From an optimization exercise on the open Yosys and OpenROAD flow, aimed at small area, a short achievable clock period and few clock cycles per item; shortcuts taken in it are not production practice. Where RTL was checked, it was by simulation tests only, not by an equivalence proof against the original. The clock port is modelled as an ideal driver, which makes a skipped or thinned clock tree look cheaper than it is; a real chip needs a root buffer or a tree. Power figures rest on the tool's default switching activity, not on a simulated workload.

== main ==
==> flow/design.v <==
module RIM(
    input clk,rst_n,in_valid,
    input [7:0] maze,
    output reg out_valid,
    output reg [2:0] out_row,out_col
);
localparam CUT = 7;
reg  [62:8] a;
wire [63:8] R = {1'b1, a};
wire [71:8] B;    
reg  [2:0] cnt;
reg        calc;
reg        shift;
assign B[71:64] = 8'd0;
genvar r, c;
generate
    for (r = 1; r <= 7; r = r + 1) begin : g_r
        for (c = 0; c <= 7; c = c + 1) begin : g_c
            if (r == 7 && c == 7) begin : g_t
                assign B[63] = 1'b1;
            end else if (r + c == CUT - 1) begin : g_u
                assign B[r*8+c] = R[r*8+c] & (((r == 7) ? 1'b0 : R[(r+1)*8+c]) | ((c == 7) ? 1'b0 : R[r*8+c+1]));
            end else if (c == 7) begin : g_e
                assign B[r*8+c] = R[r*8+c] & B[(r+1)*8+c];
            end else begin : g_i
                assign B[r*8+c] = R[r*8+c] & (B[(r+1)*8+c] | B[r*8+c+1]);
            end
        end
    end
endgenerate
wire busy = calc | out_valid;
integer i;
always @(posedge clk) begin
    for (i = 8; i < 56; i = i + 1)
        a[i] <= shift ? R[i+8] : B[i];
    for (i = 56; i < 63; i = i + 1)
        a[i] <= shift ? (~busy & maze[i-56]) : B[i];
end
wire at_end   = (out_row == 3'd7) && (out_col == 3'd7);
wire [7:0] below = shift ? R[23:16] : {R[15:9], B[8]};
wire down = below[out_col];
wire calc_nxt = in_valid && cnt == 3'd7;
wire valid_nxt = calc | (out_valid & ~at_end);
always @(posedge clk) begin
    cnt <= in_valid ? cnt + 3'd1 : 3'd0;
    calc <= calc_nxt;
    shift <= ~(calc_nxt | valid_nxt) | (out_valid & down);
end
always @(posedge clk or negedge rst_n) begin
    if (!rst_n) begin
        out_valid <= 1'b0;
        out_row <= 3'd0;
        out_col <= 3'd0;
    end else begin
        out_valid <= valid_nxt;
        if (out_valid) begin
            if (down)
                out_row <= out_row + 3'd1;
            if (~down | at_end)
                out_col <= out_col + 3'd1;
        end
    end
end
endmodule
Settings: LEC_CHECK=0, ABC_AREA=1, CAP_MARGIN=20, CORE_MARGIN=2, CORE_UTILIZATION=40, SLEW_MARGIN=20; clock period 8.0 ns.
standard.sh (not shown) runs the stock make flow with config.mk's settings and CLKGATE_MAP_FILE= SYNTH_SCRIPT=/design/flow/synth_recipe.tcl, a recipe that flattens the netlist after the stock synthesis.
==> flow/flow/run.sh <==
#!/bin/bash
# Standard ORFS layout (the standard.sh, standard synthesis unchanged),
# with the extra make settings listed in flow/args.txt (one per line), and
# the clock tree replaced by flow/oneclk.tcl (run as the PRE_CTS hook).
set -euo pipefail
mapfile -t ARGS < <(grep -v '^#' flow/args.txt | grep -v '^$')
bash standard.sh "${ARGS[@]}" PRE_CTS_TCL=$PWD/flow/oneclk.tcl finish > standard_flow.log 2>&1
Other scripts of this flow, unchanged in this note and not shown: flow/flow/args.txt, flow/flow/oneclk.tcl, flow/flow/split.tcl
> inputs changed (main -> the feature branch)
==> flow/design.v <==
module RIM(
    input clk,rst_n,in_valid,
    input [7:0] maze,
    output reg out_valid,
    output reg [2:0] out_row,out_col
);
localparam CUT = 7;
reg  [62:8] a;
wire [63:8] R = {1'b1, a};
wire [71:8] B;    
reg  [2:0] cnt;
reg        calc;
reg        m_prev;
assign B[71:64] = 8'd0;
genvar r, c;
generate
    for (r = 1; r <= 7; r = r + 1) begin : g_r
        for (c = 0; c <= 7; c = c + 1) begin : g_c
            if (r == 7 && c == 7) begin : g_t
                assign B[63] = 1'b1;
            end else if (r + c == CUT - 1) begin : g_u
                assign B[r*8+c] = R[r*8+c] & (((r == 7) ? 1'b0 : R[(r+1)*8+c]) | ((c == 7) ? 1'b0 : R[r*8+c+1]));
            end else if (c == 7) begin : g_e
                assign B[r*8+c] = R[r*8+c] & B[(r+1)*8+c];
            end else begin : g_i
                assign B[r*8+c] = R[r*8+c] & (B[(r+1)*8+c] | B[r*8+c+1]);
            end
        end
    end
endgenerate
wire busy = calc | out_valid;
wire shift = ~busy | m_prev;
integer i;
always @(posedge clk) begin
    for (i = 8; i < 56; i = i + 1)
        a[i] <= shift ? R[i+8] : B[i];
    for (i = 56; i < 63; i = i + 1)
        a[i] <= ~busy ? maze[i-56] : (~m_prev & B[i]);
end
wire at_end   = (out_row == 3'd7) && (out_col == 3'd7);
wire [7:0] below = m_prev ? R[23:16] : {R[15:9], B[8]};
wire down = below[out_col];
always @(posedge clk) begin
    m_prev <= out_valid & down;
end
always @(posedge clk or negedge rst_n) begin
    if (!rst_n) begin
        cnt <= 3'd0;
        calc <= 1'b0;
        out_valid <= 1'b0;
        out_row <= 3'd0;
        out_col <= 3'd0;
    end else begin
        cnt <= in_valid ? cnt + 3'd1 : 3'd0;
        calc <= in_valid && cnt == 3'd7;
        out_valid <= calc | (out_valid & ~at_end);
        if (out_valid) begin
            if (down)
                out_row <= out_row + 3'd1;
            if (~down | at_end)
                out_col <= out_col + 3'd1;
        end
    end
end
endmodule
Notes after the runs:
Per the comparison of the feature branch with main, worst setup margin went down; worst stage delay on the critical path did not really move; total standard cell area after synthesis went down; post-synthesis area per instance went up; power density normalized to cell area went down.
[compare] base=main new=the feature branch: total wirelength of the detailed-routed design went down, clock group share of total power grew by 0.3 points, number of enable-type register cells in the synthesized netlist has decreased, post-layout instance area fell 0.42%.
Testbench counts of the feature branch, summed over its fixed seeds: cycles 11,040, mazes 480.
No functional check of the RTL was part of main. No run of this note takes its clock network from TritonCTS; it comes from the design's own scripts or RTL.

==> separate check: timing with driven ports <==
The flow's constraints put no driver on any port. The routed layouts listed below were extracted and timed again, unchanged, in two steps. Step 1, drivers: a clkbuf_16 drives clk and a buf_2 each remaining input, both assumed. Step 2 also shifts input and output timing later by t, the mid clock arrival at the registers, as if the neighbouring blocks saw the same clock. a / b / c = ideal ports / drivers / drivers and shift; a / b = the first two.
run	shift t [ns]	slack for setup (ns)	latest minus earliest clock arrival (ns)	slew at the worst register clock pin (ns)	cell pins on the clock port's net
main	0.204	5.727 / 5.669 / 5.872	0.011 / 0.011	0.09 / 0.09	3
the feature branch	0.203	5.717 / 5.658 / 5.861	0.013 / 0.013	0.08 / 0.08	3
After both steps every run listed still meets setup and hold.
